Context: an optimization exercise on an open-source flow, tuned for small area, a short achievable clock period and few clock cycles per item. The choices shown serve that exercise and are no tape-out recipe.
In this exercise RTL edits were held to simulation tests only and were not proved equivalent to the original.

==> flow/design.v (outline; a module is shown in full before it is edited, if it fits) <==
// module PixelSolver: 2505 lines
module PixelSolver (
  input               io_cmd_valid,
  output              io_cmd_ready,
  input      [27:0]   io_cmd_payload_x,
  input      [27:0]   io_cmd_payload_y,
  output              io_rsp_valid,
  input               io_rsp_ready,
  output     [5:0]    io_rsp_payload_iteration,
  input               clk,
  input               reset
);
  // ...
==> flow/flow/run.sh <==
#!/bin/bash
# Standard layout, with one extra step between synthesis and floorplan:
# flow/polarity.py removes the inverters that Yosys's adder extraction leaves
# between full adders (full adders are self-dual), choosing each adder's
# signal polarity so that as few inverters as possible remain. Registers and
# every non-inverter cell keep their names and types.
# The clock period is 10 ns, far above what the design needs, so by default
# the timing repair steps have nothing to do; a setup margin makes them work
# towards a shorter achieved period (the constraints themselves are unchanged).
set -euo pipefail
R=orfs/results/${FLOW_PLATFORM}/PixelSolver/base
bash standard.sh synth > synth.log 2>&1
cp "$R/1_2_yosys.v" yosys_standard.v
python3 flow/polarity.py yosys_standard.v polarity.v > polarity.log 2>&1
cp polarity.v "$R/1_2_yosys.v"
rm -f "$R/1_synth.odb"
bash standard.sh SETUP_SLACK_MARGIN=6 finish > finish.log 2>&1
==> flow/flow/polarity.py <==
#!/usr/bin/env python3
"""Inverter-polarity clean-up of a Yosys gate netlist (sky130hd).

Full adders are self-dual: FA(~a,~b,~c) = (~sum, ~cout). Yosys's adder
extraction leaves many inverters between full adders. This pass removes every
inverter that drives only cell pins, then chooses for each full adder whether
it works on true or complemented signals (and swaps and2/nand2, or2/nor2,
xor2/xnor2 where that helps) so that as few inverters as possible are needed,
and puts those back. The function of the netlist is unchanged; registers,
ports and every other cell are untouched.

usage: polarity.py in.v out.v
"""
import re
import sys

INV = {"sky130_fd_sc_hd__inv_1", "sky130_fd_sc_hd__inv_2", "sky130_fd_sc_hd__inv_4",
       "sky130_fd_sc_hd__clkinv_1", "sky130_fd_sc_hd__clkinv_2"}
FA = {"sky130_fd_sc_hd__fa_1", "sky130_fd_sc_hd__fa_2", "sky130_fd_sc_hd__fa_4"}
SWAP = {
    "sky130_fd_sc_hd__and2_1": ("sky130_fd_sc_hd__nand2_1", 6.256, 3.754),
    "sky130_fd_sc_hd__nand2_1": ("sky130_fd_sc_hd__and2_1", 3.754, 6.256),
    "sky130_fd_sc_hd__or2_1": ("sky130_fd_sc_hd__nor2_1", 6.256, 3.754),
    "sky130_fd_sc_hd__nor2_1": ("sky130_fd_sc_hd__or2_1", 3.754, 6.256),
    "sky130_fd_sc_hd__xor2_1": ("sky130_fd_sc_hd__xnor2_1", 8.758, 8.758),
    "sky130_fd_sc_hd__xnor2_1": ("sky130_fd_sc_hd__xor2_1", 8.758, 8.758),
}
OUTPINS = {"X", "Y", "Q", "Q_N", "SUM", "COUT", "HI", "LO"}
INV_AREA = 3.754


def main():
    src = open(sys.argv[1]).read()
    m = re.search(r"^\s*sky130_fd_sc_hd__\w+\s+\S+\s*\(", src, re.M)
    head = src[:m.start()]
    end = src.rindex("endmodule")
    body = src[m.start():end]
    tail = src[end:]
    assert "assign" not in body
    cells = []
    for cm in re.finditer(r"(sky130_fd_sc_hd__\w+)\s+(\\\S+\s|\S+)\s*\((.*?)\);", body, re.S):
        pins = {}
        for pm in re.finditer(r"\.(\w+)\(([^()]*)\)", cm.group(3)):
            pins[pm.group(1)] = pm.group(2).strip()
        cells.append([cm.group(1), cm.group(2).strip(), pins])
    # ports
    outports = set()
    for pm in re.finditer(r"^\s*output\s+(\[(\d+):(\d+)\]\s+)?(\S+);", head, re.M):
        if pm.group(1):
            for i in range(int(pm.group(3)), int(pm.group(2)) + 1):
                outports.add("%s[%d]" % (pm.group(4), i))
        else:
            outports.add(pm.group(4))

    driver = {}
    for ci, (t, n, pins) in enumerate(cells):
        for p, net in pins.items():
            if p in OUTPINS:
                driver[net] = (ci, p)
    removable = set()
    for ci, (t, n, pins) in enumerate(cells):
        if t in INV and pins["Y"] not in outports:
            removable.add(ci)

    def root(net):
        par = 0
        seen = 0
        while net in driver and driver[net][0] in removable:
            net = cells[driver[net][0]][2]["A"]
            par ^= 1
            seen += 1
            assert seen < 100
        return net, par

    # consumers: root -> list of (cell, pin, parity)
    cons = {}
    for ci, (t, n, pins) in enumerate(cells):
        if ci in removable:
            continue
        for p, net in pins.items():
            if p in OUTPINS:
                continue
            r, par = root(net)
            cons.setdefault(r, []).append((ci, p, par))
    # a removed inverter's output that is a register or port name is never used
    # as such here: only cell pins read nets.
    flip = [0] * len(cells)
    flippable = [ci for ci, c in enumerate(cells) if (c[0] in FA or c[0] in SWAP)
                 and not any(c[2][p] in outports for p in c[2] if p in OUTPINS)]

    def phys(r):
        d = driver.get(r)
        return flip[d[0]] if d else 0

    def need(ci, par):
        return par ^ (flip[ci] if cells[ci][0] in FA else 0)

    def net_cost(r):
        ph = phys(r)
        for ci, p, par in cons.get(r, ()):
            if need(ci, par) != ph:
                return INV_AREA
        return 0.0

    def cell_area(ci):
        t = cells[ci][0]
        if t in SWAP:
            return SWAP[t][2] if flip[ci] else SWAP[t][1]
        return 0.0

    def affected(ci):
        t, n, pins = cells[ci]
        rs = set()
        for p, net in pins.items():
            if p in OUTPINS:
                rs.add(net)
            elif t in FA:
                rs.add(root(net)[0])
        return rs

    aff = {ci: affected(ci) for ci in flippable}
    total0 = sum(net_cost(r) for r in cons)
    improved = True
    rounds = 0
    while improved and rounds < 50:
        improved = False
        rounds += 1
        for ci in flippable:
            rs = aff[ci]
            before = sum(net_cost(r) for r in rs) + cell_area(ci)
            flip[ci] ^= 1
            after = sum(net_cost(r) for r in rs) + cell_area(ci)
            if after < before - 1e-9:
                improved = True
            else:
                flip[ci] ^= 1
    # simulated annealing from the greedy result, keeping the best
    import math
    import random
    rng = random.Random(1)
    cur = sum(net_cost(r) for r in cons) + sum(cell_area(ci) for ci in flippable)
    best, best_flip = cur, list(flip)
    steps = 400 * len(flippable)
    for k in range(steps):
        temp = 4.0 * (1 - k / steps) + 0.05
        ci = flippable[rng.randrange(len(flippable))]
        rs = aff[ci]
        before = sum(net_cost(r) for r in rs) + cell_area(ci)
        flip[ci] ^= 1
        after = sum(net_cost(r) for r in rs) + cell_area(ci)
        d = after - before
        if d <= 0 or rng.random() < math.exp(-d / temp):
            cur += d
            if cur < best - 1e-9:
                best, best_flip = cur, list(flip)
        else:
            flip[ci] ^= 1
    flip[:] = best_flip
    total1 = sum(net_cost(r) for r in cons)

    # rebuild
    newwires = []
    ninv = 0
    invnet = {}
    for r, lst in cons.items():
        ph = phys(r)
        for ci, p, par in lst:
            if need(ci, par) != ph:
                if r not in invnet:
                    ninv += 1
                    invnet[r] = "pol_n%d" % ninv
                    newwires.append(invnet[r])
                cells[ci][2][p] = invnet[r]
            else:
                cells[ci][2][p] = r
    out = []
    for ci, (t, n, pins) in enumerate(cells):
        if ci in removable:
            continue
        if t in SWAP and flip[ci]:
            t2 = SWAP[t][0]
            po = "X" if "X" in pins else "Y"
            pn = "Y" if t2.split("__")[1].startswith(("nand", "nor", "xnor")) else "X"
            pins = {(pn if p == po else p): v for p, v in pins.items()}
            t = t2
        out.append("  %s %s (\n%s\n  );\n" % (t, n if not n.startswith("\\") else n + " ",
                                            ",\n".join("    .%s(%s)" % (p, fmt(v)) for p, v in pins.items())))
    for r, w in invnet.items():
        out.append("  sky130_fd_sc_hd__inv_1 %s_i (\n    .A(%s),\n    .Y(%s)\n  );\n" % (w, fmt(r), w))
    head = head + "".join("  wire %s;\n" % w for w in newwires)
    open(sys.argv[2], "w").write(head + "".join(out) + tail)
    nflip_fa = sum(1 for ci in flippable if flip[ci] and cells[ci][0] in FA)
    nflip_g = sum(1 for ci in flippable if flip[ci] and cells[ci][0] in SWAP)
    sys.stderr.write("polarity: removed %d inverters, added %d; flipped %d adders, %d gates;"
                     " inverter+swap cost %.0f -> %.0f after %d rounds\n"
                     % (len(removable), ninv, nflip_fa, nflip_g, total0, total1, rounds))


def fmt(net):
    if net.startswith("\\") and not net.endswith(" "):
        return net + " "
    return net


if __name__ == "__main__":
    main()
==> flow/standard.sh <==
#!/bin/bash
# synth_recipe.tcl (not shown) runs the flow's synth.tcl, then flattens the netlist and writes it again
# the make line also repeats each setting of config.mk as NAME=value (left out here)
make -C /OpenROAD-flow-scripts/flow DESIGN_CONFIG=/design/flow/config.mk WORK_HOME=/design/flow/orfs CLKGATE_MAP_FILE= SYNTH_SCRIPT=/design/flow/synth_recipe.tcl "${@:-finish}"
==> flow/config.mk <==
export PLATFORM = sky130hd
export DESIGN_NAME = PixelSolver
export DESIGN_NICKNAME = PixelSolver
export VERILOG_FILES = /design/flow/design.v
export SDC_FILE = /design/flow/constraint.sdc
export NUM_CORES = 4
export LEC_CHECK = 0
export CAP_MARGIN = 20
export CORE_MARGIN = 2
export CORE_UTILIZATION = 40
export SLEW_MARGIN = 20
==> flow/constraint.sdc <==
create_clock -name core_clock -period 10.0 [get_ports {clk}]
set_input_delay 2.0000 -clock core_clock [delete_from_list [all_inputs] [get_ports {clk}]]
set_output_delay 2.0000 -clock core_clock [all_outputs]
set_load 0.01 [all_outputs]
==> impl_results.md, run 1 <==
* Clock skew after layout at 0.0397 ns
* Reg2Reg Launch Point: bn1n[7]$_DFF_P_
* Status: finished clean
* Total global routing overflow at 0
* Area of the die at 143,000 sq um
* Io pins at 68
* Number of multi-input logic gates at 3,864
* Post-placement setup slack at 5.13 ns
* Setup TNS after final layout at 0 ns
* DRC Markers at 0
* Startpoint of the worst hold path: cky2[19]$_SDFF_PN0_
* FMAX at 239 MHz
* Worst r2r dst: cxy2[9]$_SDFF_PN0_
* Buffers on Ports at 67
* Fraction of area in registers at 0.193
* Floorplan die height at 378 um
* Hold depth at 0
* Layout cells sized above 1 at 0.180
* Initial antenna violation count at 7
* Worst path max stage delay at 0.52 ns
* Global routing met3 resource utilization at 0.0551
* Path category of the worst min-delay check: reg2reg
* Fill count at 12,403
* CTS sink count at 615
* R2R setup slack at 5.81 ns
* Buffer cell driving the clock tree root: clkbuf_16
Testbench counts, summed over its fixed seeds: cycles 263,406, pixels 8,192.
==> inputs of run 2 (changes only) <==
--- a/flow/design.v
+++ b/flow/design.v
@@ -27,18 +27,18 @@
   reg  [5:0]  it2;
   reg  [1:0]  tag2;
   reg         per2;
   reg  [3:0]  rob_v;
   reg  [5:0]  rob_d0, rob_d1, rob_d2, rob_d3;
   reg  [2:0]  nseq, head;
   reg         out_v;
   reg  [5:0]  out_d;
-  wire [2:0]  outstanding = nseq - head;
-  assign io_cmd_ready = !v1 && !outstanding[2];
+  reg         full;          
+  assign io_cmd_ready = !v1 && !full;
   wire        acc = io_cmd_valid && io_cmd_ready;
   assign io_rsp_valid = out_v;
   assign io_rsp_payload_iteration = out_d;
   wire pxx_hs1 = x1[2] ^ (x1[0] & x1[3]);
   wire pxx_hc2 = x1[2] & (x1[0] & x1[3]);
   wire pxx_hs3 = (x1[0] & x1[4]) ^ (x1[1] & x1[3]);
   wire pxx_hc4 = (x1[0] & x1[4]) & (x1[1] & x1[3]);
   wire pxx_fs5 = x1[3] ^ (x1[0] & x1[5]) ^ (x1[1] & x1[4]);
@@ -2420,29 +2420,33 @@
       2'd0: rob_head = rob_d0;
       2'd1: rob_head = rob_d1;
       2'd2: rob_head = rob_d2;
       default: rob_head = rob_d3;
     endcase
   end
   wire        out_free = !out_v || io_rsp_ready;
   wire        pop = out_free && rob_v[head[1:0]];
+  wire [2:0]  nseq_next = nseq + {2'd0, acc};
+  wire [2:0]  head_next = head + {2'd0, pop};
   always @(posedge clk or posedge reset) begin
     if (reset) begin
       v1 <= 1'b0;
       v2 <= 1'b0;
       rob_v <= 4'd0;
       nseq <= 3'd0;
       head <= 3'd0;
+      full <= 1'b0;
       out_v <= 1'b0;
     end else begin
       v1 <= v2 && !last;
       v2 <= v1 || acc;
-      if (acc) nseq <= nseq + 3'd1;
-      if (pop) head <= head + 3'd1;
+      nseq <= nseq_next;
+      head <= head_next;
+      full <= nseq_next - head_next == 3'd4;
       if (out_free) out_v <= rob_v[head[1:0]];
       rob_v <= (rob_v & ~({3'd0, pop} << head[1:0])) | ({3'd0, retire} << tag2);
     end
   end
   always @(posedge clk) begin
     x1 <= nx;
     y1 <= ny;
     x1n <= ~nx;
--- a/flow/flow/run.sh
+++ b/flow/flow/run.sh
@@ -9,9 +9,9 @@
 # towards a shorter achieved period (the constraints themselves are unchanged).
 set -euo pipefail
 R=orfs/results/${FLOW_PLATFORM}/PixelSolver/base
 bash standard.sh synth > synth.log 2>&1
 cp "$R/1_2_yosys.v" yosys_standard.v
 python3 flow/polarity.py yosys_standard.v polarity.v > polarity.log 2>&1
 cp polarity.v "$R/1_2_yosys.v"
 rm -f "$R/1_synth.odb"
-bash standard.sh SETUP_SLACK_MARGIN=6 finish > finish.log 2>&1
+bash standard.sh SETUP_SLACK_MARGIN=6.5 finish > finish.log 2>&1
--- a/flow/flow/polarity.py
+++ b/flow/flow/polarity.py
@@ -22,16 +22,17 @@
     "sky130_fd_sc_hd__nand2_1": ("sky130_fd_sc_hd__and2_1", 3.754, 6.256),
     "sky130_fd_sc_hd__or2_1": ("sky130_fd_sc_hd__nor2_1", 6.256, 3.754),
     "sky130_fd_sc_hd__nor2_1": ("sky130_fd_sc_hd__or2_1", 3.754, 6.256),
     "sky130_fd_sc_hd__xor2_1": ("sky130_fd_sc_hd__xnor2_1", 8.758, 8.758),
     "sky130_fd_sc_hd__xnor2_1": ("sky130_fd_sc_hd__xor2_1", 8.758, 8.758),
 }
 OUTPINS = {"X", "Y", "Q", "Q_N", "SUM", "COUT", "HI", "LO"}
 INV_AREA = 3.754
+FANOUT_MAX = 3
 
 
 def main():
     src = open(sys.argv[1]).read()
     m = re.search(r"^\s*sky130_fd_sc_hd__\w+\s+\S+\s*\(", src, re.M)
     head = src[:m.start()]
     end = src.rindex("endmodule")
     body = src[m.start():end]
@@ -56,16 +57,38 @@
     for ci, (t, n, pins) in enumerate(cells):
         for p, net in pins.items():
             if p in OUTPINS:
                 driver[net] = (ci, p)
     removable = set()
     for ci, (t, n, pins) in enumerate(cells):
         if t in INV and pins["Y"] not in outports:
             removable.add(ci)
+    # Leave high-fanout nets as synthesis buffered them: only inverters whose
+    # whole inverter tree feeds at most FANOUT_MAX cell pins are taken out.
+    sinks = {}
+    for ci, (t, n, pins) in enumerate(cells):
+        for p, net in pins.items():
+            if p not in OUTPINS:
+                sinks[net] = sinks.get(net, 0) + 1
+
+    def tree_root(net):
+        while net in driver and driver[net][0] in removable:
+            net = cells[driver[net][0]][2]["A"]
+        return net
+
+    tree_pins = {}
+    for ci, (t, n, pins) in enumerate(cells):
+        if ci in removable:
+            continue
+        for p, net in pins.items():
+            if p not in OUTPINS:
+                r = tree_root(net)
+                tree_pins[r] = tree_pins.get(r, 0) + 1
+    removable = {ci for ci in removable if tree_pins.get(tree_root(cells[ci][2]["A"]), 0) <= FANOUT_MAX}
 
     def root(net):
         par = 0
         seen = 0
         while net in driver and driver[net][0] in removable:
             net = cells[driver[net][0]][2]["A"]
             par ^= 1
             seen += 1
@@ -92,19 +115,21 @@
         d = driver.get(r)
         return flip[d[0]] if d else 0
 
     def need(ci, par):
         return par ^ (flip[ci] if cells[ci][0] in FA else 0)
 
     def net_cost(r):
         ph = phys(r)
-        for ci, p, par in cons.get(r, ()):
+        lst = cons.get(r, ())
+        for ci, p, par in lst:
             if need(ci, par) != ph:
-                return INV_AREA
+                # an inverter on a high-fanout net would be slow: avoid
+                return INV_AREA if len(lst) <= FANOUT_MAX else 50 * INV_AREA
         return 0.0
 
     def cell_area(ci):
         t = cells[ci][0]
         if t in SWAP:
             return SWAP[t][2] if flip[ci] else SWAP[t][1]
         return 0.0
 
==> run 2 against run 1 <==
Critical path depth is 4 higher. Sequential share of layout area is 1.3 points lower. Sequential cell count is 1 higher. Critical path type unchanged. Utilization is 4.2 points higher. Clock skew is 0.0030 ns lower. Via count is 5.8% higher. Critical endpoint is now x1[24]$_DFF_P_. First-iteration DRC count is 4.5% higher.
==> impl_results.md, run 2 <==
* Status: finished clean
* Total global routing overflow at 0 (unchanged)
* Worst path required time at 10.56 ns
* Hold Vio Cnt, Final at 0
* CTS sink count at 616 (+0.16%)
* Max-slew violation total from the final report at 0
* Tightest Pin Transition at 1.07 ns
* Startpoint of the worst hold path: cky2[5]$_SDFF_PN0_
* DRC Markers at 0 (unchanged)
* CP Launch Type: register
* Via density per instance at 5.63
* Buffer cell driving the clock tree root: clkbuf_16
* Total via count in the routed design at 42,437
* Antenna Violating Nets Remaining at 0
* Number of buffers on the longest clock path at 3
* DR pass1 iterations at 9
* Mapped Cells at 5,258
* Number of global-route vias before repair at 43,641
* Buffers on Ports at 67 (unchanged)
* Gpl congestion at 0.892
* Global-route wire length before repair at 275,000 um
* CTS buffer count at 74
* Layout Cell Area excl Fill at 72,600 sq um
* Syn. warnings at 1
* Headroom to the max-slew limit at 0.280
* Floorplan row count at 137
* Post-cts hold buffer count at 0
* Htree depth at 3
* Setup repair after global routing missed its margin: true
* CORE AREA at 139,000 sq um
* FMAX at 223 MHz (-6.5%)
* Logic depth of the worst register-to-register path at 16
* Net count after synthesis at 6,597
* Final setup violation count at 0
* Placed inst area at 59,200 sq um
* Post-placement setup slack at 5.22 ns (+0.0973 ns)
* Hold depth at 0 (unchanged)
* Die width at 378 um
* Clock slew at reported path FFs at 0.07 ns
* Per-instance average area after synthesis at 10.6 sq um
* Most frequent cells in the layout: fa_1 (661), nand2_1 (610), dfxtp_1 (462), fa_2 (382), and2_1 (364)
* Iteration-0 DRC count of the detailed router at 4,256
* Post-detail-place hpwl at 111,000 um
* Clock skew after layout at 0.0367 ns (-0.00304 ns)
* Critical path type: reg2reg
* Setup TNS after final layout at 0 ns (unchanged)
* Io pins at 68 (unchanged)
* Largest fanout on the critical path at 6
* Endpoint type of the worst setup path: register
* P&R area growth vs syn at 29.8%
* Leading cell type in the layout, fill and taps excluded: fa_1
* Post-synthesis cell area at 55,900 sq um
* Reg2Reg Launch Point: syy2[7]$_SDFF_PN0_
* Min Hold Slack at 0.318 ns
* Worst r2r dst: x1[24]$_DFF_P_
* Launch point of the worst path: syy2[7]$_SDFF_PN0_
* Detail-routed net length per standard cell at 26.1 um
* CTS tree: built
* Arr. time, crit path at 5.04 ns
* Maxcap violations at 0
* Net total in the final layout at 6,939
* Global Route Usage Sum at 0.257
* Floorplan die height at 378 um (-0.14%)
* Hold Path Sink: cky1[5]$_DFF_P_
* Clk Latency, worst-skew pair at 0.71 ns
* Detailed-route wire length at 197,000 um
* Setup slack of the critical path after layout at 5.52 ns
* Portion of the clock cycle consumed by the worst path in the final layout at 0.448
* R2R setup slack at 5.52 ns (-0.29 ns)
* Layout cells sized above 1 at 0.320 (+0.140)
* Area of the die at 143,000 sq um (-0.28%)
* Final Critical Period at 4.48 ns
* Initial core utilization at 0.402
* Pin count of the biggest net entering global routing at 88
* Initial antenna violation count at 8 (+1)
* Path category of the worst min-delay check: reg2reg
-- run 2: area by class of cell --
class	count	area, sq um
antenna	4	10.0
clock buffer	89	2000
clock inverter	45	642
fill	11750	66600
inverter	402	1860
multi-input combinational	3846	44200
sequential	616	13100
tap	1876	2350
timing repair buffer	644	8310
timing repair inverter	16	144
-- run 2: what timing repair did --
| action | in CTS | in global routing |
|---|---|---|
| gates cloned | 40 | 25 |
| endpoints found under the setup margin | 285 | 265 |
| resized for setup | 619 | 669 |
| buffers inserted | 196 | 254 |
| pin swaps | 178 | 342 |
| endpoints found under the hold margin | 0 | 0 |
-- run 2: critical path: stages, from the launching register on --
cell      delay [ns]
dfxtp_1         0.36
inv_1           0.06
fa_1            0.38
fa_1            0.53
fa_1            0.46
ha_4            0.27
and3_1          0.20
nand2_1         0.11
nor2_1          0.05
a211oi_1        0.29
o31a_1          0.38
o211ai_1        0.20
o41a_1          0.39
buf_4           0.16
a21o_1          0.15
a21o_1          0.19
xor2_1          0.16
-- run 2: worst max-delay path by stage --
stage / cells after the start / to / slack, ns
after floorplan: 12 / rob_d0[0]$_DFFE_PP_ / 6.08
after CTS: 18 / bt1[11]$_DFF_P_ / 5.53
after global routing: 16 / x1[24]$_DFF_P_ / 5.37
after detailed placement: 17 / bt1[13]$_DFF_P_ / 5.22
final: 16 / x1[24]$_DFF_P_ / 5.52
after global placement: 17 / bt1[11]$_DFF_P_ / 5.27
-- run 2: through the flow --
| stage | utilization | instances |
|---|---|---|
| 3_5_place_dp | 0.425 | 6885 |
| 5_1_grt | 0.521 | 7535 |
| 6_report | 0.522 | 7538 |
| 4_1_cts | 0.481 | 7255 |
| 2_1_floorplan | - | 5258 |
| 3_3_place_gp | 0.425 | 6885 |
-- run 2: routing by layer --
metal,part of all wire,track usage
met5,0.00014,0.00172
met3,0.11,0.0675
met1,0.39,0.336
met4,0.057,0.0988
met2,0.45,0.407
Testbench counts of run 2, summed over its fixed seeds: cycles 263,406, pixels 8,192.
==> inputs of run 3 (changes only) <==
--- a/flow/config.mk
+++ b/flow/config.mk
@@ -9,3 +9,3 @@
 export CORE_MARGIN = 2
-export CORE_UTILIZATION = 40
+export CORE_UTILIZATION = 55
 export SLEW_MARGIN = 20
==> run 3 against run 2 <==
Non-clock buffer count increased by 102. First-iteration DRC count is 12% higher. Clock skew down 0.0013 ns. Via count grew 2.0%. Worst hold slack worse by 0.0068 ns. Cell count fell by 5.5%. Sequential share of layout area fell by 0.21 points. Utilization grew 21 points.
==> impl_results.md, run 3 <==
* Worst path required time at 10.57 ns (about the same)
* Placed inst area at 58,600 sq um (-1.0%)
* Post-synthesis cell area at 55,900 sq um (unchanged)
* Initial core utilization at 0.557 (+0.155)
* CORE AREA at 100,000 sq um (-28%)
* Area of the die at 104,000 sq um (-27%)
* Per-instance average area after synthesis at 10.6 sq um (unchanged)
* Area used by multi-input combinational logic at 44,900 sq um (+1.6%)
* Pin count of the biggest net entering global routing at 94 (+6.8%)
* DR pass1 iterations at 9 (unchanged)
* CTS sink count at 616 (unchanged)
* Antenna Violating Nets Remaining at 0 (unchanged)
* Net total in the final layout at 7,047 (+1.6%)
* FMAX at 233 MHz (+4.4%)
* Critical path type: reg2reg
* Arr. time, crit path at 4.86 ns (-0.18 ns)
* Register area at 13,100 sq um (+0.30%)
* Global-route wire length before repair at 280,000 um (+1.9%)
* Floorplan die height at 323 um (-15%)
* Setup repair after global routing missed its margin: true
* Clock skew after layout at 0.0353 ns (-0.00134 ns)
* Initial antenna violation count at 10 (+2)
* Maxcap violations at 0 (unchanged)
* Tightest Pin Transition at 1.01 ns (-0.0637 ns)
* Global routing met3 resource utilization at 0.117 (+0.0495)
* Number of instances in the placed design at 6,371 (-7.5%)
* Buffer cell driving the clock tree root: clkbuf_16
* Io pins at 68 (unchanged)
* Portion of the clock cycle consumed by the worst path in the final layout at 0.429 (-0.0189)
* Die width at 323 um (-15%)
* P&R area growth vs syn at 31.7%
* GRT Max-Usage Layer: met2
* Total global routing overflow at 0 (unchanged)
* GR met1 Demand/Resource at 0.501 (+0.165)
* Detail-routed net length per standard cell at 28.1 um (+7.7%)
* Clk Latency, worst-skew pair at 0.66 ns (-0.05 ns)
* Headroom to the max-slew limit at 0.324 (+0.0438)
* DRC Markers at 0 (unchanged)
* Antenna diode count at 0 (-4)
* Number of buffers on the longest clock path at 3 (unchanged)
* Final setup violation count at 0 (unchanged)
* Via density per instance at 6.08 (+7.9%)
* Hold Vio Cnt, Final at 0 (unchanged)
* CP Launch Type: register
* Number of non-filler instances in the completed layout at 7,121 (-5.5%)
* Global Route Usage Sum at 0.367 (+0.111)
* Detailed-route wire length at 200,000 um (+1.7%)
* CTS buffer count at 75 (+1.4%)
* Most frequent cells in the layout: fa_1 (645), nand2_1 (608), dfxtp_1 (441), fa_2 (398), and2_1 (361)
* Layout Cell Area excl Fill at 73,700 sq um (+1.5%)
* Floorplan row count at 116 (-15%)
* Buffers on Ports at 67 (unchanged)
* Clock slew at reported path FFs at 0.07 ns (about the same)
* Gpl congestion at 0.887 (-0.57%)
* Total via count in the routed design at 43,275 (+2.0%)
* Status: finished clean
* Final Critical Period at 4.29 ns (-0.189 ns)
* Min Hold Slack at 0.311 ns (-0.00678 ns)
* Number of global-route vias before repair at 44,168 (+1.2%)
* Largest fanout on the critical path at 6 (unchanged)
* CTS tree: built
* Post-detail-place hpwl at 109,000 um (-1.9%)
* Mapped Cells at 5,258 (unchanged)
* Path category of the worst min-delay check: reg2reg
* Htree depth at 3 (unchanged)
* Layout cells sized above 1 at 0.354 (+0.0344)
* Max-slew violation total from the final report at 0 (unchanged)
* Net count after synthesis at 6,597 (unchanged)
* Syn. warnings at 1 (unchanged)
* Setup TNS after final layout at 0 ns (unchanged)
* Iteration-0 DRC count of the detailed router at 4,773 (+12%)
* Met2 track demand over resource in global routing at 0.548 (+0.141)
* Fill count at 6,927 (-41%)
* Endpoint type of the worst setup path: register
* Leading cell type in the layout, fill and taps excluded: fa_1
-- run 3: final cells by class --
class                   instances  area share
multi-input cells            3846       0.610
well taps                    1357      0.0231
clock inverters                37     0.00532
clock buffers                  96      0.0286
repair inverters               21     0.00319
flip-flops and latches        616       0.178
repair buffers                746       0.127
inverters                     402      0.0255
-- run 3: worst paths after layout --
path                                     from               to  slack, ns  depth (start not counted)
setup / recovery           sxx2[4]$_SDFF_PN0_  x1n[26]$_DFF_P_       5.71                         13
hold / removal             ckx2[0]$_SDFF_PN0_  ckx1[0]$_DFF_P_       0.31                          0
setup reg to reg           sxx2[4]$_SDFF_PN0_  x1n[26]$_DFF_P_       5.71                         13
hold reg to reg            ckx2[0]$_SDFF_PN0_  ckx1[0]$_DFF_P_       0.31                          0
max in group asynchronous               reset     v1$_DFF_PP0_       7.88                          2
min in group asynchronous               reset     v2$_DFF_PP0_       1.71                          2
-- run 3: critical path: stages, from the launching register on --
cell	delay (ns)
dfxtp_1	0.34
fa_1	0.49
fa_1	0.41
fa_1	0.45
ha_4	0.30
a21o_1	0.18
a21o_1	0.21
a211oi_2	0.24
o31a_1	0.29
o211ai_1	0.20
o41a_1	0.47
a211o_1	0.33
a21oi_2	0.17
xor2_1	0.14
-- run 3: through the flow --
step           utilization  setup slack, ns
6_report             0.733             5.71
5_1_grt              0.733             5.62
4_1_cts              0.684             5.73
3_5_place_dp         0.583             5.31
3_3_place_gp         0.583             5.33
2_1_floorplan            -             6.08
-- run 3: layer usage --
metal | vias to the layer above | part of all wire
met4 | 10 | 0.057
met1 | 22012 | 0.38
met3 | 789 | 0.13
li1 | 17673 | -
met2 | 2791 | 0.43
met5 | - | 0.00044
-- run 3: timing repair --
action	in CTS	in global routing
hold buffers	0	0
endpoints found under the setup margin	277	266
setup buffers	343	195
gates cloned	49	30
pin swaps	269	316
gates resized for setup	844	650
==> inputs of run 4 (changes only) <==
--- a/flow/flow/run.sh
+++ b/flow/flow/run.sh
@@ -16,2 +16,2 @@
 rm -f "$R/1_synth.odb"
-bash standard.sh SETUP_SLACK_MARGIN=6.5 finish > finish.log 2>&1
+bash standard.sh SETUP_SLACK_MARGIN=6 finish > finish.log 2>&1
--- a/flow/config.mk
+++ b/flow/config.mk
@@ -9,3 +9,3 @@
 export CORE_MARGIN = 2
-export CORE_UTILIZATION = 55
+export CORE_UTILIZATION = 40
 export SLEW_MARGIN = 20
==> run 4 against run 3 <==
Still clean. Sequential cell count did not move. Cell area down 11%. Routed wire length is 12% lower. Via count fell by 8.1%. Global-route usage fell by 12 points. First-iteration DRC count shrank 26%. Sequential share of layout area grew 1.8 points.
==> impl_results.md, run 4 <==
* Status: finished clean
* Placed inst area at 58,300 sq um (-0.47%)
* CTS buffer count at 77 (+2.7%)
* Setup repair after global routing missed its margin: true
* Iteration-0 DRC count of the detailed router at 3,517 (-26%)
* Global-route wire length before repair at 264,000 um (-5.8%)
* Area of the die at 143,000 sq um (+37%)
* Number of instances in the placed design at 6,916 (+8.6%)
* DRC Markers at 0 (unchanged)
* Syn. warnings at 1 (unchanged)
* Total global routing overflow at 0 (unchanged)
* Floorplan die height at 378 um (+17%)
* CORE AREA at 139,000 sq um (+39%)
* Post-cts hold buffer count at 0 (unchanged)
* Gpl congestion at 0.891 (+0.51%)
* Hold Vio Cnt, Final at 0 (unchanged)
* P&R area growth vs syn at 17.5%
* CTS tree: built
* Fill count at 12,587 (+82%)
* Portion of the clock cycle consumed by the worst path in the final layout at 0.430 (+0.000939)
* Layout cells sized above 1 at 0.153 (-0.201)
* Io pins at 68 (unchanged)
* Detailed-route wire length at 176,000 um (-12%)
* Via density per instance at 5.50 (-9.4%)
* Post-detail-place hpwl at 113,000 um (+3.6%)
* Register area at 12,900 sq um (-1.7%)
* Endpoint type of the worst setup path: register
* GR met1 Demand/Resource at 0.320 (-0.181)
* Net total in the final layout at 6,624 (-6.0%)
* Layout Cell Area excl Fill at 65,700 sq um (-11%)
* GRT Max-Usage Layer: met2
* Global routing met3 resource utilization at 0.0600 (-0.0570)
* Buffer cell driving the clock tree root: clkbuf_16
* Leading cell type in the layout, fill and taps excluded: fa_1
* Number of buffers on the longest clock path at 3 (unchanged)
* Number of global-route vias before repair at 42,954 (-2.7%)
* Arr. time, crit path at 4.87 ns (about the same)
* Worst path required time at 10.57 ns (about the same)
* Global Route Usage Sum at 0.246 (-0.121)
* Max-slew violation total from the final report at 0 (unchanged)
* R2R setup slack at 5.70 ns (about the same)
* Path category of the worst min-delay check: reg2reg
* Per-instance average area after synthesis at 10.6 sq um (unchanged)
* Clock slew at reported path FFs at 0.06 ns (about the same)
* Layout Utilization at 0.472 (-0.261)
* Antenna Violating Nets Remaining at 0 (unchanged)
* Pin count of the biggest net entering global routing at 177 (+88%)
* Htree depth at 3 (unchanged)
* Clk Latency, worst-skew pair at 0.68 ns (+0.02 ns)
* Area used by multi-input combinational logic at 41,500 sq um (-7.6%)
* Maxcap violations at 0 (unchanged)
* Final Critical Period at 4.30 ns (+0.00939 ns)
* Post-synthesis cell area at 55,900 sq um (unchanged)
* Tightest Pin Transition at 0.939 ns (-0.0660 ns)
* Die width at 378 um (+17%)
* Floorplan row count at 137 (+18%)
* Mapped Cells at 5,258 (unchanged)
* Initial antenna violation count at 7 (-3)
* Initial core utilization at 0.402 (-0.155)
* CP Launch Type: register
* Met2 track demand over resource in global routing at 0.386 (-0.162)
* Most frequent cells in the layout: fa_1 (970), nand2_1 (646), dfxtp_1 (503), and2_1 (425), inv_1 (364)
* Total via count in the routed design at 39,753 (-8.1%)
* Clock skew after layout at 0.0294 ns (-0.00590 ns)
* CTS sink count at 616 (unchanged)
* FMAX at 233 MHz (-0.22%)
* DR pass1 iterations at 6 (-3)
* Net count after synthesis at 6,597 (unchanged)
* Detail-routed net length per standard cell at 24.4 um (-13%)
* Largest fanout on the critical path at 3 (-3)
* Headroom to the max-slew limit at 0.369 (+0.0457)
* Buffers on Ports at 67 (unchanged)
* Critical path type: reg2reg
* Setup TNS after final layout at 0 ns (unchanged)
* Final setup violation count at 0 (unchanged)
* Number of non-filler instances in the completed layout at 7,223 (+1.4%)
[run 4: final cells by class]
class                   instances  share of cell area
diodes                          4            0.000152
clock buffers                  99              0.0323
clock inverters                38             0.00918
inverters                     402              0.0259
multi-input cells            3846               0.632
flip-flops and latches        616               0.196
well taps                    1876              0.0357
repair buffers                334              0.0683
repair inverters                8            0.000780
[run 4: worst max-delay path, stage by stage, from the launching register on]
cell,delay [ns]
dfxtp_2,0.34
fa_1,0.58
inv_2,0.05
fa_2,0.38
fa_1,0.54
ha_4,0.23
o21ai_4,0.07
a21oi_2,0.08
o21a_1,0.19
o21ai_2,0.17
o31a_1,0.23
o211ai_1,0.18
o41a_1,0.43
a211o_1,0.30
a21oi_2,0.21
buf_4,0.15
xnor2_2,0.05
[run 4: through the flow]
stage	worst slack, ns	hold slack [ns]
floorplan	5.93	0.310
global placement	5.25	0.310
detailed placement	5.16	0.312
CTS	5.56	0.305
global route	5.58	0.319
finish	5.70	0.311
[run 4: timing repair]
| action | CTS | global route |
|---|---|---|
| gates resized for setup | 422 | 241 |
| setup buffers | 73 | 52 |
| pin swaps | 80 | 116 |
| setup endpoints to repair | 194 | 165 |
| gates cloned | 24 | 17 |
[run 4: metal layers]
metal,routed length (um),up-vias,part of all wire
met1,68600,20398,0.39
met5,36,-,0.00020
met3,16700,591,0.095
met2,80500,1984,0.46
met4,10300,6,0.059
li1,-,16774,-
[run 4: worst paths after layout]
path | endpoint | depth (start not counted) | startpoint
max | x1[26]$_DFF_P_ | 16 | cxx2[0]$_SDFF_PN0_
min | ckx1[14]$_DFF_P_ | 0 | ckx2[14]$_SDFF_PN0_
max reg2reg | x1[26]$_DFF_P_ | 16 | cxx2[0]$_SDFF_PN0_
min reg2reg | ckx1[14]$_DFF_P_ | 0 | ckx2[14]$_SDFF_PN0_
max in group asynchronous | v1$_DFF_PP0_ | 2 | reset
min in group asynchronous | head[0]$_DFF_PP0_ | 2 | reset
==> inputs of run 5 (changes only) <==
--- a/flow/flow/run.sh
+++ b/flow/flow/run.sh
@@ -16,2 +16,2 @@
 rm -f "$R/1_synth.odb"
-bash standard.sh SETUP_SLACK_MARGIN=6 finish > finish.log 2>&1
+bash standard.sh SETUP_SLACK_MARGIN=5.5 finish > finish.log 2>&1
==> run 5 against run 4 <==
Critical path type unchanged. Critical endpoint is now cxy2[9]$_SDFF_PN0_. Largest cell class unchanged. Non-clock buffer count decreased by 153. Cell area decreased by 6.5%. Via count decreased by 3.4%.
==> impl_results.md, run 5 <==
* Most frequent cells in the layout: fa_1 (1,042), nand2_1 (646), dfxtp_1 (544), and2_1 (429)
* Worst path max stage delay at 0.48 ns (-0.10 ns)
* CTS tree: built
* Final Critical Period at 4.49 ns (+0.189 ns)
* Iteration-0 DRC count of the detailed router at 3,096 (-12%)
* Layout cells sized above 1 at 0.0854 (-0.0677)
* DR pass1 iterations at 6 (unchanged)
* FMAX at 223 MHz (-4.2%)
* Path category of the worst min-delay check: reg2reg
* Antenna Violating Nets Remaining at 0 (unchanged)
* Fill count at 13,167 (+4.6%)
* Gpl congestion at 0.918 (+3.0%)
* Critical path type: reg2reg
* Initial core utilization at 0.402 (unchanged)
* Number of global-route vias before repair at 41,859 (-2.5%)
* Worst path required time at 10.58 ns (about the same)
* Hold Vio Cnt, Final at 0 (unchanged)
* Logic depth of the worst register-to-register path at 11 (-5)
* Max-slew violation total from the final report at 0 (unchanged)
* Most frequent cell on the critical path: fa_1
* CORE AREA at 139,000 sq um (unchanged)
* P&R area growth vs syn at 9.89%
* Io pins at 68 (unchanged)
* Global-route wire length before repair at 252,000 um (-4.6%)
* Crit path buffers/inverters at 1 (-1)
* Global Route Usage Sum at 0.232 (-0.0142)
* Clock slew at reported path FFs at 0.07 ns (about the same)
* Cell at the slowest stage of the critical path: fa_1
* CP Launch Type: register
* Per-instance average area after synthesis at 10.6 sq um (unchanged)
* Status: finished clean
* Hold depth at 0 (unchanged)
* Family of cells with the greatest summed delay on the critical path: adder cells
* Total global routing overflow at 0 (unchanged)
* CTS buffer count at 75 (-2.6%)
* Portion of the clock cycle consumed by the worst path in the final layout at 0.449 (+0.0189)
* Syn. warnings at 1 (unchanged)
* Number of buffers on the longest clock path at 3 (unchanged)
* Final setup violation count at 0 (unchanged)
* Detailed-route wire length at 161,000 um (-8.6%)
* Clock skew after layout at 0.0394 ns (+0.00991 ns)
* Floorplan die height at 378 um (unchanged)
* Arr. time, crit path at 5.07 ns (+0.20 ns)
* Die width at 378 um (unchanged)
* GRT Max-Usage Layer: met2
* Post-cts hold buffer count at 0 (unchanged)
* Min Hold Slack at 0.313 ns (+0.00187 ns)
* CP Cell Sequence: buf_4 > o22ai_1 > xnor2_1 > fa_1 > fa_1 > fa_1 > fa_1 > fa_1 > fa_1 > fa_1 > and2_1
* CTS sink count at 616 (unchanged)
* Leading cell type in the layout, fill and taps excluded: fa_1
* Pin count of the biggest net entering global routing at 89 (-50%)
* Area of the die at 143,000 sq um (unchanged)
* Floorplan row count at 137 (unchanged)
* Detail-routed net length per standard cell at 22.8 um (-6.4%)
* Buffer cell driving the clock tree root: clkbuf_16
* Post-detail-place hpwl at 110,000 um (-2.6%)
* DRC Markers at 0 (unchanged)
* Net total in the final layout at 6,462 (-2.4%)
* Clk Latency, worst-skew pair at 0.69 ns (about the same)
* Initial antenna violation count at 4 (-3)
* Total via count in the routed design at 38,397 (-3.4%)
* Setup TNS after final layout at 0 ns (unchanged)
* Endpoint type of the worst setup path: register
* Htree depth at 3 (unchanged)
* Post-synthesis cell area at 55,900 sq um (unchanged)
* Largest fanout on the critical path at 28 (+25)
* Global routing met3 resource utilization at 0.0628 (+0.00277)
* Via density per instance at 5.44 (-1.1%)
* Net count after synthesis at 6,597 (unchanged)
* Buffers on Ports at 67 (unchanged)
* Tightest Pin Transition at 1.06 ns (+0.117 ns)
* GR met1 Demand/Resource at 0.306 (-0.0138)
* Setup repair after global routing missed its margin: true
* Mapped Cells at 5,258 (unchanged)
* Met2 track demand over resource in global routing at 0.369 (-0.0166)
* Crit. path cell count at 11 (-5)
* Maxcap violations at 0 (unchanged)
* Headroom to the max-slew limit at 0.291 (-0.0784)
run 5: what timing repair did:
| item | 4_1_cts | 5_1_grt |
|---|---|---|
| cloned | 1 | 1 |
| gates resized for setup | 48 | 58 |
| hold endpoints to repair | 0 | 0 |
| pin swaps | 11 | 24 |
| setup buffers | 3 | 12 |
| setup endpoints to repair | 85 | 69 |
run 5: through the flow:
step | instances | area, sq um | setup WS [ns] | util
final | 7054 | 61500 | 5.51 | 0.441
after detailed placement | 6905 | 58200 | 4.82 | 0.418
after global routing | 7053 | 61400 | 5.37 | 0.441
after floorplan | 5258 | 55900 | 5.54 | -
after global placement | 6905 | 58200 | 4.91 | 0.418
after CTS | 7040 | 61100 | 5.37 | 0.439
run 5: path summary, 6_finish.rpt:
| path | startpoint | endpoint | slack [ns] |
|---|---|---|---|
| max | x1n[17]$_DFF_P_ | cxy2[9]$_SDFF_PN0_ | 5.51 |
| min | cky2[5]$_SDFF_PN0_ | cky1[5]$_DFF_P_ | 0.31 |
| max reg2reg | x1n[17]$_DFF_P_ | cxy2[9]$_SDFF_PN0_ | 5.51 |
| min reg2reg | cky2[5]$_SDFF_PN0_ | cky1[5]$_DFF_P_ | 0.31 |
| max in group asynchronous | reset | v1$_DFF_PP0_ | 7.94 |
| min in group asynchronous | reset | out_v$_DFFE_PP0P_ | 1.65 |
run 5: layout make-up:
cell class | instances | area, sq um | area share
Sequential cell | 616 | 12800 | 0.208
Inverter | 402 | 1550 | 0.0251
Clock inverter | 37 | 556 | 0.00904
Antenna cell | 1 | 2.50 | 0.0000407
Timing Repair inverter | 1 | 5.00 | 0.0000814
Tap cell | 1876 | 2350 | 0.0382
Timing Repair Buffer | 181 | 1560 | 0.0255
Clock buffer | 94 | 2040 | 0.0332
Multi-Input combinational cell | 3846 | 40600 | 0.661
run 5: layer usage:
metal | vias to the layer above | share of wire
met3 | 435 | 0.095
li1 | 16427 | -
met1 | 19749 | 0.41
met5 | - | 0.00017
met4 | 4 | 0.035
met2 | 1782 | 0.46
==> inputs of run 6 (changes only) <==
--- a/flow/flow/run.sh
+++ b/flow/flow/run.sh
@@ -16,2 +16,2 @@
 rm -f "$R/1_synth.odb"
-bash standard.sh SETUP_SLACK_MARGIN=5.5 finish > finish.log 2>&1
+bash standard.sh SETUP_SLACK_MARGIN=6.5 TNS_END_PERCENT=0 finish > finish.log 2>&1
==> run 6 against run 5 <==
Sequential cell count unchanged. First-iteration DRC count fell by 0.48%. Still clean on timing, DRC and antenna. Register-to-register slack improved by 0.12 ns. Global-route usage is essentially flat. Setup slack improved by 0.12 ns. Largest cell class unchanged. Maximum frequency rose by 2.7%. Worst hold slack worse by 0.0060 ns. Utilization is essentially flat.
==> impl_results.md, run 6 <==
* Initial antenna violation count at 3 (-1)
* Critical path type: reg2reg
* Syn. warnings at 1 (unchanged)
* Floorplan die height at 378 um (unchanged)
* Most frequent cell on the critical path: fa_1
* Global Route Usage Sum at 0.232 (about the same)
* Per-instance average area after synthesis at 10.6 sq um (unchanged)
* DR pass1 iterations at 5 (-1)
* Antenna Violating Nets Remaining at 0 (unchanged)
* CP Launch Type: register
* Layout Utilization at 0.442 (about the same)
* Antenna diode count at 0 (-1)
* DRC Markers at 0 (unchanged)
* Max-slew violation total from the final report at 0 (unchanged)
* Buffers on Ports at 67 (unchanged)
* Setup TNS after final layout at 0 ns (unchanged)
* Global routing met3 resource utilization at 0.0515 (-0.0113)
* Worst path required time at 10.58 ns (about the same)
* Most frequent cells in the layout: fa_1 (1,031), nand2_1 (647), dfxtp_1 (546), and2_1 (429), xnor2_1 (383)
* Tightest Pin Transition at 1.02 ns (-0.0344 ns)
* Pin count of the biggest net entering global routing at 96 (+7.9%)
* Cell at the slowest stage of the critical path: fa_1
* CTS buffer count at 74 (-1.3%)
* Post-synthesis cell area at 55,900 sq um (unchanged)
* Final setup violation count at 0 (unchanged)
* Arr. time, crit path at 4.96 ns (-0.11 ns)
* Clk Latency, worst-skew pair at 0.71 ns (+0.02 ns)
* Portion of the clock cycle consumed by the worst path in the final layout at 0.437 (-0.0116)
* Via density per instance at 5.37 (-1.4%)
* Layout cells sized above 1 at 0.0890 (+0.00365)
* Number of non-filler instances in the completed layout at 7,054 (unchanged)
* Area of the die at 143,000 sq um (unchanged)
* Number of buffers on the longest clock path at 3 (unchanged)
* Io pins at 68 (unchanged)
* Net count after synthesis at 6,597 (unchanged)
* GRT Max-Usage Layer: met2
* Buffer cell driving the clock tree root: clkbuf_16
* Met2 track demand over resource in global routing at 0.381 (+0.0112)
* Htree depth at 3 (unchanged)
* CP Cell Sequence: clkinvlp_4 > o22ai_1 > xor2_1 > fa_1 > fa_1 > fa_1 > fa_1 > fa_1 > fa_1 > and2_1
* Mapped Cells at 5,258 (unchanged)
* Global-route wire length before repair at 253,000 um (+0.21%)
* Net total in the final layout at 6,463 (+0.015%)
* Clock skew after layout at 0.0489 ns (+0.00956 ns)
* Setup repair after global routing missed its margin: true
* CTS sink count at 616 (unchanged)
* Post-detail-place hpwl at 109,000 um (-1.1%)
* Number of global-route vias before repair at 42,247 (+0.93%)
* Detail-routed net length per standard cell at 22.7 um (-0.38%)
* Iteration-0 DRC count of the detailed router at 3,081 (-0.48%)
* Number of instances in the placed design at 6,897 (-0.12%)
* CORE AREA at 139,000 sq um (unchanged)
* Endpoint type of the worst setup path: register
* Total global routing overflow at 0 (unchanged)
* Crit path buffers/inverters at 1 (unchanged)
* Path category of the worst min-delay check: reg2reg
* P&R area growth vs syn at 9.96% (about the same)
* Post-placement setup slack at 5.20 ns (+0.376 ns)
* GR met1 Demand/Resource at 0.307 (about the same)
* CTS tree: built
* Leading cell type in the layout, fill and taps excluded: fa_1
* Headroom to the max-slew limit at 0.319 (+0.0280)
* Clock slew at reported path FFs at 0.06 ns (about the same)
* Family of cells with the greatest summed delay on the critical path: adder cells
* Worst path max stage delay at 0.54 ns (+0.06 ns)
* Gpl congestion at 0.892 (-2.8%)
* Hold Vio Cnt, Final at 0 (unchanged)
* Final Critical Period at 4.37 ns (-0.116 ns)
* Largest fanout on the critical path at 13 (-54%)
* Floorplan row count at 137 (unchanged)
* Setup slack of the critical path after layout at 5.63 ns (+0.116 ns)
* Detailed-route wire length at 160,000 um (-0.38%)
* FMAX at 229 MHz (+2.7%)
* Maxcap violations at 0 (unchanged)
* Status: finished clean
* Die width at 378 um (unchanged)
* Initial core utilization at 0.402 (unchanged)
* Total via count in the routed design at 37,874 (-1.4%)
run 6: changes by cell type in the layout (fill, tap and decap cells not counted), moves of 5 or more:
cell     before   now
fa_2          1    12
inv_1       377   369
xor2_1      154   159
inv_4        12    18
xnor2_1     377   383
fa_1       1042  1031
xnor2_2       8     3
run 6: final cells by class:
cell class / instances / area, sq um
Inverter: 402 / 1580
Sequential cell: 616 / 12800
Tap cell: 1876 / 2350
Multi-Input combinational cell: 3846 / 40600
Timing Repair inverter: 4 / 20.0
Clock buffer: 100 / 2120
Timing Repair Buffer: 180 / 1550
Fill cell: 13143 / 77700
Clock inverter: 30 / 499
run 6: timing repair:
item | in CTS | in global routing
setup buffers | 8 | 15
cloned | 1 | 3
pin swaps | 25 | 36
resized for setup | 30 | 80
setup endpoints to repair | 289 | 300
hold buffers | 0 | 0
run 6: through the flow:
step	hold WS (ns)	cell area, sq um
global route	0.315	61500
detailed placement	0.312	58300
global placement	0.310	58300
finish	0.307	61500
CTS	0.301	61100
floorplan	0.310	56500
run 6: routing by layer:
metal | wire, um | part of all wire
met1 | 66200 | 0.41
met4 | 5000 | 0.031
met3 | 13400 | 0.084
met5 | 0 | 0
met2 | 75800 | 0.47
run 6: worst paths after layout:
path / start / cells after the start / slack (ns) / endpoint
min reg2reg: ckx2[25]$_SDFF_PN0_ / 0 / 0.31 / ckx1[25]$_DFF_P_
min in group asynchronous: reset / 2 / 1.68 / head[0]$_DFF_PP0_
min: ckx2[25]$_SDFF_PN0_ / 0 / 0.31 / ckx1[25]$_DFF_P_
max: bo1[1]$_DFF_P_ / 10 / 5.63 / cxy2[9]$_SDFF_PN0_
max reg2reg: bo1[1]$_DFF_P_ / 10 / 5.63 / cxy2[9]$_SDFF_PN0_
max in group asynchronous: reset / 2 / 7.84 / v1$_DFF_PP0_
==> inputs of run 7 (changes only) <==
--- a/flow/config.mk
+++ b/flow/config.mk
@@ -10,2 +10,3 @@
 export CORE_UTILIZATION = 40
+export CTS_BUF_LIST = sky130_fd_sc_hd__clkbuf_8
 export SLEW_MARGIN = 20
==> run 7 against run 6 <==
Critical endpoint is now cxx2[9]$_SDFF_PN0_. Still clean. Clock skew rose by 0.022 ns. Sequential cell count did not move. Critical path type unchanged.
==> impl_results.md, run 7 <==
* Status: finished clean
* Post-synthesis cell area at 55,900 sq um (unchanged)
* Floorplan die height at 378 um (unchanged)
* Global-route wire length before repair at 253,000 um (+0.21%)
* Clock slew at reported path FFs at 0.06 ns (about the same)
* Maxcap violations at 0 (unchanged)
* CP Cell Sequence: nand2_1 > fa_1 > fa_1 > fa_1 > fa_1 > fa_1 > fa_1 > inv_1 > and2_1
* Detail-routed net length per standard cell at 22.5 um (-1.1%)
* Buffers on Ports at 67 (unchanged)
* Most frequent cells in the layout: fa_1 (1,032), nand2_1 (647), dfxtp_1 (551), and2_1 (429), inv_1 (395)
* Portion of the clock cycle consumed by the worst path in the final layout at 0.447 (+0.00945)
* Tightest Pin Transition at 1.09 ns (+0.0695 ns)
* Die width at 378 um (unchanged)
* Pin count of the biggest net entering global routing at 96 (unchanged)
* CTS sink count at 616 (unchanged)
* Net count after synthesis at 6,597 (unchanged)
* Hold Vio Cnt, Final at 0 (unchanged)
* Syn. warnings at 1 (unchanged)
* DRC Markers at 0 (unchanged)
* Via density per instance at 5.38 (+0.13%)
* Leading cell type in the layout, fill and taps excluded: fa_1
* Total via count in the routed design at 38,236 (+0.96%)
* Setup TNS after final layout at 0 ns (unchanged)
* Initial core utilization at 0.402 (unchanged)
* Buffer cell driving the clock tree root: clkbuf_8
* Cell at the slowest stage of the critical path: dfxtp_2
* Path category of the worst min-delay check: reg2reg
* Clock skew after layout at 0.0714 ns (+0.0224 ns)
* Fill count at 13,243 (+0.76%)
* Final setup violation count at 0 (unchanged)
* Htree depth at 3 (unchanged)
* Setup repair after global routing missed its margin: true
* Clk Latency, worst-skew pair at 0.85 ns (+0.14 ns)
* Worst path max stage delay at 1.04 ns (+0.50 ns)
* P&R area growth vs syn at 9.15%
* Crit path buffers/inverters at 1 (unchanged)
* Most frequent cell on the critical path: fa_1
* Number of buffers on the longest clock path at 3 (unchanged)
* Floorplan row count at 137 (unchanged)
* Arr. time, crit path at 5.17 ns (+0.21 ns)
* Family of cells with the greatest summed delay on the critical path: adder cells
* Worst path required time at 10.71 ns (+0.13 ns)
* CORE AREA at 139,000 sq um (unchanged)
* Min Hold Slack at 0.311 ns (+0.00357 ns)
* Max-slew violation total from the final report at 0 (unchanged)
* Critical path type: reg2reg
* Io pins at 68 (unchanged)
* Area of the die at 143,000 sq um (unchanged)
* Iteration-0 DRC count of the detailed router at 3,010 (-2.3%)
* Gpl congestion at 0.892 (unchanged)
* Number of global-route vias before repair at 42,500 (+0.60%)
* Post-cts hold buffer count at 0 (unchanged)
* Endpoint type of the worst setup path: register
* Largest fanout on the critical path at 30 (+17)
* Layout cells sized above 1 at 0.0913 (+0.00230)
* Global Route Usage Sum at 0.232 (about the same)
* Initial antenna violation count at 5 (+2)
* Post-detail-place hpwl at 109,000 um (unchanged)
* Total global routing overflow at 0 (unchanged)
* Per-instance average area after synthesis at 10.6 sq um (unchanged)
* Detailed-route wire length at 160,000 um (-0.25%)
* FMAX at 224 MHz (-2.1%)
* DR pass1 iterations at 5 (unchanged)
* CP Launch Type: register
* Antenna Violating Nets Remaining at 0 (unchanged)
* CTS tree: built
* Final Critical Period at 4.47 ns (+0.0945 ns)
* Net total in the final layout at 6,480 (+0.26%)
* Headroom to the max-slew limit at 0.273 (-0.0463)
* CTS buffer count at 112 (+51%)
* Mapped Cells at 5,258 (unchanged)
## run 7: per-stage QoR
stage                     instances  area, sq um   util  worst slack, ns
after floorplan                5258        56500      -             6.08
after detailed placement       6897        58300  0.419             5.20
after global placement         6897        58300  0.419             5.19
final                          7112        61000  0.439             5.53
after global routing           7112        61000  0.439             5.41
after CTS                      7110        61000  0.438             5.57
## run 7: path summary, 6_finish.rpt
check	startpoint	endpoint	slack, ns	cells after the start
max	x1[18]$_DFF_P_	cxx2[9]$_SDFF_PN0_	5.53	9
min	cky2[27]$_SDFF_PN0_	cky1[27]$_DFF_P_	0.31	0
max reg2reg	x1[18]$_DFF_P_	cxx2[9]$_SDFF_PN0_	5.53	9
min reg2reg	cky2[27]$_SDFF_PN0_	cky1[27]$_DFF_P_	0.31	0
max in group asynchronous	reset	v1$_DFF_PP0_	7.95	2
min in group asynchronous	reset	out_v$_DFFE_PP0P_	1.58	2
## run 7: cell type report
| cell class | count | area (sq um) | area share |
|---|---|---|---|
| inverter | 402 | 1550 | 0.0254 |
| tap | 1876 | 2350 | 0.0385 |
| antenna | 2 | 5.00 | 0.0000820 |
| timing repair buffer | 162 | 1400 | 0.0229 |
| clock inverter | 62 | 551 | 0.00902 |
| sequential | 616 | 12700 | 0.209 |
| multi-input combinational | 3846 | 40500 | 0.663 |
| timing repair inverter | 1 | 5.00 | 0.0000820 |
| clock buffer | 145 | 2000 | 0.0327 |
## run 7: timing repair
| action | in CTS | in global routing |
|---|---|---|
| endpoints found under the setup margin | 287 | 301 |
| pin swaps | 17 | 4 |
| cloned | 1 | 0 |
| setup buffers | 5 | 0 |
| gates resized for setup | 39 | 4 |
## run 7: worst reg2reg max path: stages, from the launching register on
cell     delay, ns
dfxtp_2       1.04
nand2_1       0.26
fa_1          0.52
fa_1          0.45
fa_1          0.50
fa_1          0.44
fa_1          0.40
fa_1          0.53
inv_1         0.05
and2_1        0.17
## run 7: per-layer routing
| metal | GRT usage | wire length [um] |
|---|---|---|
| met1 | 0.307 | 66000 |
| met2 | 0.378 | 75500 |
| met3 | 0.0497 | 13700 |
| met4 | 0.0757 | 4820 |
| met5 | 0 | 0 |
==> inputs of run 8 (changes only) <==
--- a/flow/config.mk
+++ b/flow/config.mk
@@ -7,6 +7,5 @@
 export LEC_CHECK = 0
-export CAP_MARGIN = 20
+export CAP_MARGIN = 10
 export CORE_MARGIN = 2
 export CORE_UTILIZATION = 40
-export CTS_BUF_LIST = sky130_fd_sc_hd__clkbuf_8
-export SLEW_MARGIN = 20
+export SLEW_MARGIN = 10
==> run 8 against run 7 <==
Clock skew fell by 0.021 ns. Synthesized cell count did not move. Highest routed layer unchanged. First-iteration DRC count grew 0.47%. Sequential share of layout area decreased by 0.14 points. Worst hold slack lost 0.0051 ns.
==> impl_results.md, run 8 <==
* Gpl congestion at 0.892 (unchanged)
* CORE AREA at 139,000 sq um (unchanged)
* Leading cell type in the layout, fill and taps excluded: fa_1
* FMAX at 228 MHz (+1.8%)
* Floorplan row count at 137 (unchanged)
* CTS tree: built
* Worst path max stage delay at 0.54 ns (-0.50 ns)
* Family of cells with the greatest summed delay on the critical path: adder cells
* Post-synthesis cell area at 55,900 sq um (unchanged)
* Layout cells sized above 1 at 0.0899 (-0.00140)
* Detailed-route wire length at 161,000 um (+0.56%)
* Post-placement setup slack at 5.20 ns (unchanged)
* Setup TNS after final layout at 0 ns (unchanged)
* CP Launch Type: register
* Io pins at 68 (unchanged)
* Net total in the final layout at 6,467 (-0.20%)
* CTS sink count at 616 (unchanged)
* Maxcap violations at 0 (unchanged)
* Headroom to the max-slew limit at 0.285 (+0.0126)
* Post-cts hold buffer count at 0 (unchanged)
* Number of global-route vias before repair at 42,283 (-0.51%)
* Floorplan die height at 378 um (unchanged)
* Via density per instance at 5.40 (+0.51%)
* Antenna Violating Nets Remaining at 0 (unchanged)
* Most frequent cells in the layout: fa_1 (1,031), nand2_1 (647), dfxtp_1 (545), and2_1 (429), xnor2_1 (383)
* Area used by multi-input combinational logic at 40,600 sq um (+0.39%)
* DRC Markers at 0 (unchanged)
* Mapped Cells at 5,258 (unchanged)
* Die width at 378 um (unchanged)
* Syn. warnings at 1 (unchanged)
* Most frequent cell on the critical path: fa_1
* Post-detail-place hpwl at 109,000 um (about the same)
* Worst path required time at 10.58 ns (-0.13 ns)
* Clk Latency, worst-skew pair at 0.71 ns (-0.14 ns)
* Register area at 12,800 sq um (+0.14%)
* Crit path buffers/inverters at 1 (unchanged)
* DR pass1 iterations at 5 (unchanged)
* Largest fanout on the critical path at 13 (-57%)
* Buffer cell driving the clock tree root: clkbuf_16
* Endpoint type of the worst setup path: register
* Total via count in the routed design at 38,138 (-0.26%)
* Critical path type: reg2reg
* Tightest Pin Transition at 1.07 ns (-0.0189 ns)
* CTS buffer count at 74 (-34%)
* Pin count of the biggest net entering global routing at 96 (unchanged)
* Global-route wire length before repair at 253,000 um (-0.11%)
* Number of buffers on the longest clock path at 3 (unchanged)
* Total global routing overflow at 0 (unchanged)
* Htree depth at 3 (unchanged)
* Buffers on Ports at 67 (unchanged)
* Portion of the clock cycle consumed by the worst path in the final layout at 0.439 (-0.00810)
* Initial core utilization at 0.402 (unchanged)
* Initial antenna violation count at 3 (-2)
* Detail-routed net length per standard cell at 22.8 um (+1.3%)
* Status: finished clean
* Clock slew at reported path FFs at 0.06 ns (about the same)
* Iteration-0 DRC count of the detailed router at 3,024 (+0.47%)
* Setup repair after global routing missed its margin: true
* Antenna diode count at 0 (-2)
* Final setup violation count at 0 (unchanged)
* Cell at the slowest stage of the critical path: fa_1
* Net count after synthesis at 6,597 (unchanged)
* Area of the die at 143,000 sq um (unchanged)
* Per-instance average area after synthesis at 10.6 sq um (unchanged)
* Global Route Usage Sum at 0.232 (+0.000323)
* Max-slew violation total from the final report at 0 (unchanged)
* Arr. time, crit path at 4.97 ns (-0.20 ns)
* Path category of the worst min-delay check: reg2reg
* Fill count at 13,137 (-0.80%)
* P&R area growth vs syn at 10.0%
* Clock skew after layout at 0.0506 ns (-0.0207 ns)
* Final Critical Period at 4.39 ns (-0.0810 ns)
* Setup slack of the critical path after layout at 5.61 ns (+0.0810 ns)
* Hold Vio Cnt, Final at 0 (unchanged)
* CP Cell Sequence: clkinvlp_4 > o22ai_1 > xor2_1 > fa_1 > fa_1 > fa_1 > fa_1 > fa_1 > fa_1 > and2_1
run 8: layout make-up:
cell class / instances / area share
multi-input cells: 3846 / 0.660
inverters: 402 / 0.0257
clock buffers: 100 / 0.0345
well taps: 1876 / 0.0381
repair inverters: 5 / 0.000447
flip-flops and latches: 616 / 0.207
repair buffers: 183 / 0.0258
clock inverters: 30 / 0.00811
run 8: worst paths after layout:
path	start	to	slack, ns	cells after the start
max in group asynchronous	reset	v1$_DFF_PP0_	7.84	2
worst min-delay path	ckx2[25]$_SDFF_PN0_	ckx1[25]$_DFF_P_	0.31	0
worst max register to register	bo1[1]$_DFF_P_	cxy2[9]$_SDFF_PN0_	5.61	10
worst min register to register	ckx2[25]$_SDFF_PN0_	ckx1[25]$_DFF_P_	0.31	0
worst max-delay path	bo1[1]$_DFF_P_	cxy2[9]$_SDFF_PN0_	5.61	10
min in group asynchronous	reset	head[0]$_DFF_PP0_	1.67	2
run 8: worst register-to-register path, stage by stage (launching register included):
cell	delay, ns
dfxtp_1	0.42
clkinvlp_4	0.31
o22ai_1	0.24
xor2_1	0.24
fa_1	0.50
fa_1	0.48
fa_1	0.51
fa_1	0.45
fa_1	0.54
fa_1	0.42
and2_1	0.16
run 8: stage by stage:
stage | hold slack [ns] | instance area, sq um | util | instances
2_1_floorplan | 0.310 | 56500 | - | 5258
3_3_place_gp | 0.310 | 58300 | 0.419 | 6897
3_5_place_dp | 0.312 | 58300 | 0.419 | 6897
4_1_cts | 0.301 | 61100 | 0.439 | 7040
5_1_grt | 0.315 | 61500 | 0.442 | 7058
6_report | 0.306 | 61500 | 0.442 | 7058
run 8: what timing repair did:
item | CTS | global route
cloned | 2 | 3
endpoints found under the setup margin | 291 | 300
hold endpoints to repair | 0 | 0
resized for setup | 32 | 79
pin swaps | 25 | 36
buffers inserted | 11 | 15
run 8: metal layers:
| metal | wire length, um | global-route usage |
|---|---|---|
| met5 | 0 | 0 |
| met2 | 75900 | 0.379 |
| met4 | 5140 | 0.0726 |
| met3 | 13900 | 0.0507 |
| met1 | 66000 | 0.308 |

separate check: timing with driven ports:
The flow's constraints put no driver on any port. The routed layouts listed below were extracted and timed again, unchanged, in two steps. Step 1: set_driving_cell puts a clkbuf_16 on clk and a buf_2 on each other input, an assumption about the parent block. Step 2 also shifts input and output timing later by t, the mid clock arrival at the registers, as if the neighbouring blocks saw the same clock. Slacks: no drivers / after step 1 / after step 2; pairs: no drivers / after step 1.
run	t (ns)	slack for setup (ns)	hold WS [ns]	pins driven straight from the clock port
run 1	0.744	5.811 / 5.811 / 5.811	0.300 / 0.300 / 0.300	1
run 2	0.759	5.520 / 5.520 / 5.520	0.318 / 0.318 / 0.318	1
run 3	0.716	5.709 / 5.709 / 5.709	0.311 / 0.311 / 0.311	1
run 4	0.754	5.699 / 5.699 / 5.699	0.311 / 0.311 / 0.311	1
run 5	0.757	5.510 / 5.510 / 5.510	0.313 / 0.313 / 0.313	1
run 6	0.754	5.626 / 5.626 / 5.626	0.307 / 0.307 / 0.307	1
run 7	0.887	5.532 / 5.532 / 5.532	0.311 / 0.311 / 0.311	1
run 8	0.755	5.613 / 5.613 / 5.613	0.306 / 0.306 / 0.306	1
After both steps setup and hold are still met in every run listed.
